What follows belongs to an exercise in optimizing a design on an open flow for small area; a production flow would make more cautious choices.
RTL that was checked went through simulation tests only; none was proved equivalent to the original.
The flow treats the clock pin as an ideal source. Dropping or thinning the clock tree relies on that and would not hold on a real chip.
Power is estimated from default activity; no workload was simulated.

== the baseline ==
==> flow/design.v <==
module hc_sr042 #(
    parameter [21:0] S0   = 22'h337507,
    parameter [21:0] S1   = 22'h26ea0e,
    parameter [21:0] S601 = 22'h2431c5,
    parameter [21:0] STM2 = 22'h1cdd41
) (
    input            clk,
    input            rst_n,
    input            echo2,
    output reg       trig2,
    output reg       last,       
    output reg [8:0] dis
);
    reg [21:0] s;
    reg [23:0] acc;
    always @(posedge clk or negedge rst_n)
        if (!rst_n) s <= S0;
        else        s <= {s[20:0], s[21] ^ s[20] ^ last};
    always @(posedge clk or negedge rst_n)
        if (!rst_n) begin
            last  <= 1'b0;
            trig2 <= 1'b0;
        end else begin
            last  <= (s == STM2);
            trig2 <= (s == S1) | (trig2 & (s != S601));
        end
    wire [24:0] cy;
    wire [23:0] sum;
    assign sum[0] = acc[0] ^ echo2;
    assign cy[1]  = acc[0] & echo2;
    assign sum[1] = acc[1] ^ echo2 ^ cy[1];
    assign cy[2]  = (acc[1] & echo2) | (cy[1] & (acc[1] ^ echo2));
    assign sum[2] = acc[2] ^ cy[2];
    assign cy[3]  = acc[2] & cy[2];
    assign sum[3] = acc[3] ^ echo2 ^ cy[3];
    assign cy[4]  = (acc[3] & echo2) | (cy[3] & (acc[3] ^ echo2));
    genvar i;
    generate for (i = 4; i < 24; i = i + 1) begin : inc
        assign sum[i]  = acc[i] ^ cy[i];
        assign cy[i+1] = acc[i] & cy[i];
    end endgenerate
    always @(posedge clk or negedge rst_n)
        if (!rst_n)              acc <= 24'd0;
        else if (!echo2 && last) acc <= 24'd0;
        else                     acc <= sum;
    wire [8:0] d    = acc[23:15];
    wire       ge   = d[8] & d[7] & (d[6] | d[5] | d[4]);    
    wire [8:0] fold = ge ? {2'b00, d[6:4] - 3'd1, d[3:0]} : d;
    always @(posedge clk or negedge rst_n)
        if (!rst_n)           dis <= 9'd0;
        else if (s == STM2)   dis <= fold;
endmodule
module bcd2(
    input  clk,
    input  rst_n,
    output phase_end
);
    reg [4:0] p;
    assign phase_end = (p == 5'b10110);
    always @(posedge clk or negedge rst_n)
        if (!rst_n) p <= 5'b01101;
        else        p <= {p[3:0], p[4] ^ p[2] ^ phase_end};
endmodule
module smg2(
    input            clk,
    input            rst_n,
    input      [8:0] dis,
    input            load,
    output reg [8:0] disp,
    output reg       led0
);
    always @(posedge clk or negedge rst_n)
        if (!rst_n)    disp <= 9'd0;
        else if (load) disp <= dis;
    always @(posedge clk or negedge rst_n)
        if (!rst_n) led0 <= 1'b0;
        else        led0 <= (disp <= 9'd40);
endmodule
module top2(
    input        clk,
    input        rst_n,
    input        echo2,
    output       trig2,
    output       led0,
    output [9:0] hz
);
    wire       last, phase_end;
    wire [8:0] dis;
    wire [8:0] disp;
    reg        wait1, wait2;
    hc_sr042 HC_SR04_inst(
        .clk(clk), .rst_n(rst_n), .echo2(echo2),
        .trig2(trig2), .last(last), .dis(dis));
    bcd2 bin_bcd_inst(
        .clk(clk), .rst_n(rst_n), .phase_end(phase_end));
    always @(posedge clk or negedge rst_n)
        if (!rst_n) begin
            wait1 <= 1'b0;
            wait2 <= 1'b0;
        end else begin
            if (last)           wait1 <= 1'b1;
            else if (phase_end) wait1 <= 1'b0;
            if (phase_end)      wait2 <= wait1;
        end
    smg2 x7seg_msg_inst(
        .clk(clk), .rst_n(rst_n), .dis(dis), .load(phase_end & wait2),
        .disp(disp), .led0(led0));
    assign hz = {1'b0, disp};
endmodule
clock: 10.0 ns
lec_check: 0
cap_margin: 20
core_margin: 2
core_utilization: 65
slew_margin: 20
standard.sh (not shown) runs the stock make flow with config.mk's settings and CLKGATE_MAP_FILE= SYNTH_SCRIPT=/design/flow/synth_recipe.tcl, a recipe that flattens the netlist after the stock synthesis.
==> flow/flow/run.sh <==
#!/bin/bash
# Standard ORFS layout with: combinational cells downsized after synthesis
# (the flow's repair sizes up what timing needs), synthesis buffers removed,
# minimum-size port buffers, and a few clock buffers (flow/pre_cts.tcl) in place of the CTS
# H-tree. Logs: standard.log here and ORFS's per-step logs under orfs/logs.
set -uo pipefail
F=$(pwd)/flow
bash standard.sh \
  "PRE_FLOORPLAN_TCL=$F/pre_floorplan.tcl" \
  REMOVE_ABC_BUFFERS=1 \
  "BUFFER_PORTS_ARGS=-buffer_cell sky130_fd_sc_hd__buf_1" \
  "PRE_CTS_TCL=$F/pre_cts.tcl" \
  CLK_LEAF_BUF=${CLK_LEAF_BUF:-sky130_fd_sc_hd__clkbuf_8} CLK_NCLUSTERS=${CLK_NCLUSTERS:-4} \
  finish > standard.log 2>&1
Other scripts of this flow, unchanged in this note and not shown: flow/flow/pre_cts.tcl, flow/flow/pre_floorplan.tcl
#### Input delta (the candidate over the baseline)
==> flow/design.v, changed modules only <==
module hc_sr042 #(
    parameter [21:0] S0   = 22'h337507,
    parameter [21:0] S1   = 22'h26ea0e,
    parameter [21:0] S601 = 22'h2431c5,
    parameter [21:0] STM2 = 22'h1cdd41
) (
    input            clk,
    input            rst_n,
    input            echo2,
    output reg       trig2,
    output reg       last,       
    output reg [8:0] dis
);
    localparam [21:0] INV = 22'h155555;
    reg  [21:0] y;
    wire [21:0] s = y ^ INV;
    reg  [23:0] acc;
    always @(posedge clk)
        if (!rst_n) y <= S0 ^ INV;
        else        y <= {s[20:0], s[21] ^ s[20] ^ last} ^ INV;
    always @(posedge clk)
        if (!rst_n) last <= 1'b0;
        else        last <= (s == STM2);
    always @(posedge clk or negedge rst_n)
        if (!rst_n) trig2 <= 1'b0;
        else        trig2 <= (s == S1) | (trig2 & (s != S601));
    wire [24:0] cy;
    wire [23:0] sum;
    assign sum[0] = acc[0] ^ echo2;
    assign cy[1]  = acc[0] & echo2;
    assign sum[1] = acc[1] ^ echo2 ^ cy[1];
    assign cy[2]  = (acc[1] & echo2) | (cy[1] & (acc[1] ^ echo2));
    assign sum[2] = acc[2] ^ cy[2];
    assign cy[3]  = acc[2] & cy[2];
    assign sum[3] = acc[3] ^ echo2 ^ cy[3];
    assign cy[4]  = (acc[3] & echo2) | (cy[3] & (acc[3] ^ echo2));
    genvar i;
    generate for (i = 4; i < 24; i = i + 1) begin : inc
        assign sum[i]  = acc[i] ^ cy[i];
        assign cy[i+1] = acc[i] & cy[i];
    end endgenerate
    always @(posedge clk)
        if (!rst_n || (!echo2 && last)) acc <= 24'd0;
        else                            acc <= sum;
    wire [8:0] d    = acc[23:15];
    wire       ge   = d[8] & d[7] & (d[6] | d[5] | d[4]);    
    wire [8:0] fold = ge ? {2'b00, d[6:4] - 3'd1, d[3:0]} : d;
    always @(posedge clk)
        if (s == STM2) dis <= fold;
endmodule
module bcd2(
    input  clk,
    input  rst_n,
    output phase_end
);
    localparam [4:0] INV = 5'b10101;
    reg  [4:0] q;
    wire [4:0] p = q ^ INV;
    assign phase_end = (p == 5'b10110);
    always @(posedge clk)
        if (!rst_n) q <= 5'b01101 ^ INV;
        else        q <= {p[3:0], p[4] ^ p[2] ^ phase_end} ^ INV;
endmodule
module top2(
    input        clk,
    input        rst_n,
    input        echo2,
    output       trig2,
    output       led0,
    output [9:0] hz
);
    wire       last, phase_end;
    wire [8:0] dis;
    wire [8:0] disp;
    reg        wait1, wait2;
    hc_sr042 HC_SR04_inst(
        .clk(clk), .rst_n(rst_n), .echo2(echo2),
        .trig2(trig2), .last(last), .dis(dis));
    bcd2 bin_bcd_inst(
        .clk(clk), .rst_n(rst_n), .phase_end(phase_end));
    always @(posedge clk)
        if (!rst_n) begin
            wait1 <= 1'b0;
            wait2 <= 1'b0;
        end else begin
            if (last)           wait1 <= 1'b1;
            else if (phase_end) wait1 <= 1'b0;
            if (phase_end)      wait2 <= wait1;
        end
    smg2 x7seg_msg_inst(
        .clk(clk), .rst_n(rst_n), .dis(dis), .load(phase_end & wait2),
        .disp(disp), .led0(led0));
    assign hz = {1'b0, disp};
endmodule
==> notes.md <==
Delta (the candidate minus the baseline): final-stage net count saw an increase; routed wire length went down by 0.76%; post-cts gate resize count level.
The candidate packs its core tighter than the baseline.
Relative to the baseline, ratio of final minimum period to clock period has gone down in the candidate.
When the candidate is measured against the baseline, its combinational share of power turns out 5.4 points lower.
The overall track demand over capacity in global routing of the candidate is higher than that of the baseline.
According to the power report, total power for the candidate is lower than for the baseline.
Where final worst-path setup slack is concerned, the baseline is outperformed by the candidate.
In every run of this note, the design's own scripts or RTL, not TritonCTS, make the clock network.

---

top2 with an RTL version that a note above also has.
For scale: ~230 cells after synthesis, ~74 flip-flops, roughly 15 I/O pins.
==> module hc_sr042, before the edit <==
module hc_sr042 #(
    parameter [21:0] S0   = 22'h337507,
    parameter [21:0] S1   = 22'h26ea0e,
    parameter [21:0] S601 = 22'h2431c5,
    parameter [21:0] STM2 = 22'h1cdd41
) (
    input            clk,
    input            rst_n,
    input            echo2,
    output reg       trig2,
    output reg       last,       
    output reg [8:0] dis
);
    localparam [21:0] INV = 22'h155555;
    reg  [21:0] y;
    wire [21:0] s = y ^ INV;
    reg  [23:0] acc;
    always @(posedge clk)
        if (!rst_n) y <= S0 ^ INV;
        else        y <= {s[20:0], s[21] ^ s[20] ^ last} ^ INV;
    always @(posedge clk)
        if (!rst_n) last <= 1'b0;
        else        last <= (s == STM2);
    always @(posedge clk or negedge rst_n)
        if (!rst_n) trig2 <= 1'b0;
        else        trig2 <= (s == S1) | (trig2 & (s != S601));
    wire [24:0] cy;
    wire [23:0] sum;
    assign sum[0] = acc[0] ^ echo2;
    assign cy[1]  = acc[0] & echo2;
    assign sum[1] = acc[1] ^ echo2 ^ cy[1];
    assign cy[2]  = (acc[1] & echo2) | (cy[1] & (acc[1] ^ echo2));
    assign sum[2] = acc[2] ^ cy[2];
    assign cy[3]  = acc[2] & cy[2];
    assign sum[3] = acc[3] ^ echo2 ^ cy[3];
    assign cy[4]  = (acc[3] & echo2) | (cy[3] & (acc[3] ^ echo2));
    genvar i;
    generate for (i = 4; i < 24; i = i + 1) begin : inc
        assign sum[i]  = acc[i] ^ cy[i];
        assign cy[i+1] = acc[i] & cy[i];
    end endgenerate
    always @(posedge clk)
        if (!rst_n || (!echo2 && last)) acc <= 24'd0;
        else                            acc <= sum;
    wire [8:0] d    = acc[23:15];
    wire       ge   = d[8] & d[7] & (d[6] | d[5] | d[4]);    
    wire [8:0] fold = ge ? {2'b00, d[6:4] - 3'd1, d[3:0]} : d;
    always @(posedge clk)
        if (s == STM2) dis <= fold;
endmodule
clock: 10.0 ns
lec_check: 0
cap_margin: 20
core_margin: 2
core_utilization: 65
slew_margin: 20
==> flow/flow/run.sh <==
#!/bin/bash
# Standard ORFS layout (the standard.sh) with these changes:
# - synthesis maps logic with an area-oriented ABC script (flow/synth_area.tcl,
#   flow/area.abc); registers are the standard synthesis's;
# - combinational cells are downsized after synthesis and synthesis buffers
#   removed (flow/pre_floorplan.tcl); the flow's repair sizes up what timing
#   needs;
# - port buffers are minimum-size buffers;
# - the clock tree is a few clock buffers, each driving an equal share of
#   the flip-flops (flow/pre_cts.tcl), in place of TritonCTS's H-tree.
# Logs: standard.log here, and ORFS's per-step logs under orfs/logs.
set -uo pipefail
W=$(pwd)
F=$W/flow
bash standard.sh \
  "SYNTH_SCRIPT=$F/synth_area.tcl" \
  "FLOW_SYNTH_TCL=$W/synth_recipe.tcl" \
  "AREA_ABC_SCRIPT=$F/area.abc" \
  "PRE_FLOORPLAN_TCL=$F/pre_floorplan.tcl" \
  REMOVE_ABC_BUFFERS=1 \
  "BUFFER_PORTS_ARGS=-buffer_cell sky130_fd_sc_hd__buf_1" \
  "PRE_CTS_TCL=$F/pre_cts.tcl" \
  CLK_LEAF_BUF=${CLK_LEAF_BUF:-sky130_fd_sc_hd__clkbuf_8} CLK_NCLUSTERS=${CLK_NCLUSTERS:-4} \
  finish > standard.log 2>&1
Other scripts of this flow, unchanged in this note and not shown: flow/flow/area.abc, flow/flow/pre_cts.tcl, flow/flow/pre_floorplan.tcl, flow/flow/synth_area.tcl
Rerun with:
--- a/flow/design.v
+++ b/flow/design.v
@@ -9,11 +9,11 @@
     input            echo2,
     output reg       trig2,
     output reg       last,       
     output reg [8:0] dis
 );
-    localparam [21:0] INV = 22'h155555;
+    localparam [21:0] INV = 22'h2aaaaa;
     reg  [21:0] y;
     wire [21:0] s = y ^ INV;
     reg  [23:0] acc;
     always @(posedge clk)
         if (!rst_n) y <= S0 ^ INV;
The new run went through all stages and came out clean.
Critical path depth does not change.
Total power stays flat.
Wire length rises by 4.7%.
Global-route usage rose by 0.43 points.
Worst setup slack gets worse by 0.022 ns.
Die area stays flat.
Clock skew is about the same.
First-iteration DRC count decreases by 1.8%.
Worst hold slack improves by 0.0036 ns.
Via count fell by 0.32%.
Final cell count fell by 1.0%.
Function not checked in the second run of this note: the RTL went through the layout flow alone. In every run of this note, the design's own scripts or RTL, not TritonCTS, make the clock network.

re-timing with driven ports:
No port has a modelled driver above. Below, the same layouts with a new extraction and two added sets of constraints.
Step 1 sets driving cells, clkbuf_16 on the clock port and buf_2 on the other inputs (assumed; they add their load-dependent delay and slew).
Step 2 moves the port delays by t, midway between the first and last clock arrival at a register: inputs arrive t later, outputs are due t later. That takes back most of the time a late clock gives input paths.
Slacks: no drivers / after step 1 / after step 2; pairs: no drivers / after step 1.
run	shift t [ns]	setup WS [ns]	worst setup path at the end	worst slew at a driven data input, ns
the baseline	0.210	3.039 / 3.073 / 2.863	input to register	0.03
the candidate	0.215	3.060 / 3.090 / 2.875	input to register	0.03
the first run of note 2	0.213	3.102 / 3.135 / 2.921	input to register	0.03
the second run of note 2	0.210	3.080 / 3.108 / 2.898	input to register	0.03
After both steps setup and hold are still met in every run listed. For the candidate, which loses most, drivers alone change the setup slack by +0.030 ns; drivers and shift together by -0.185 ns.
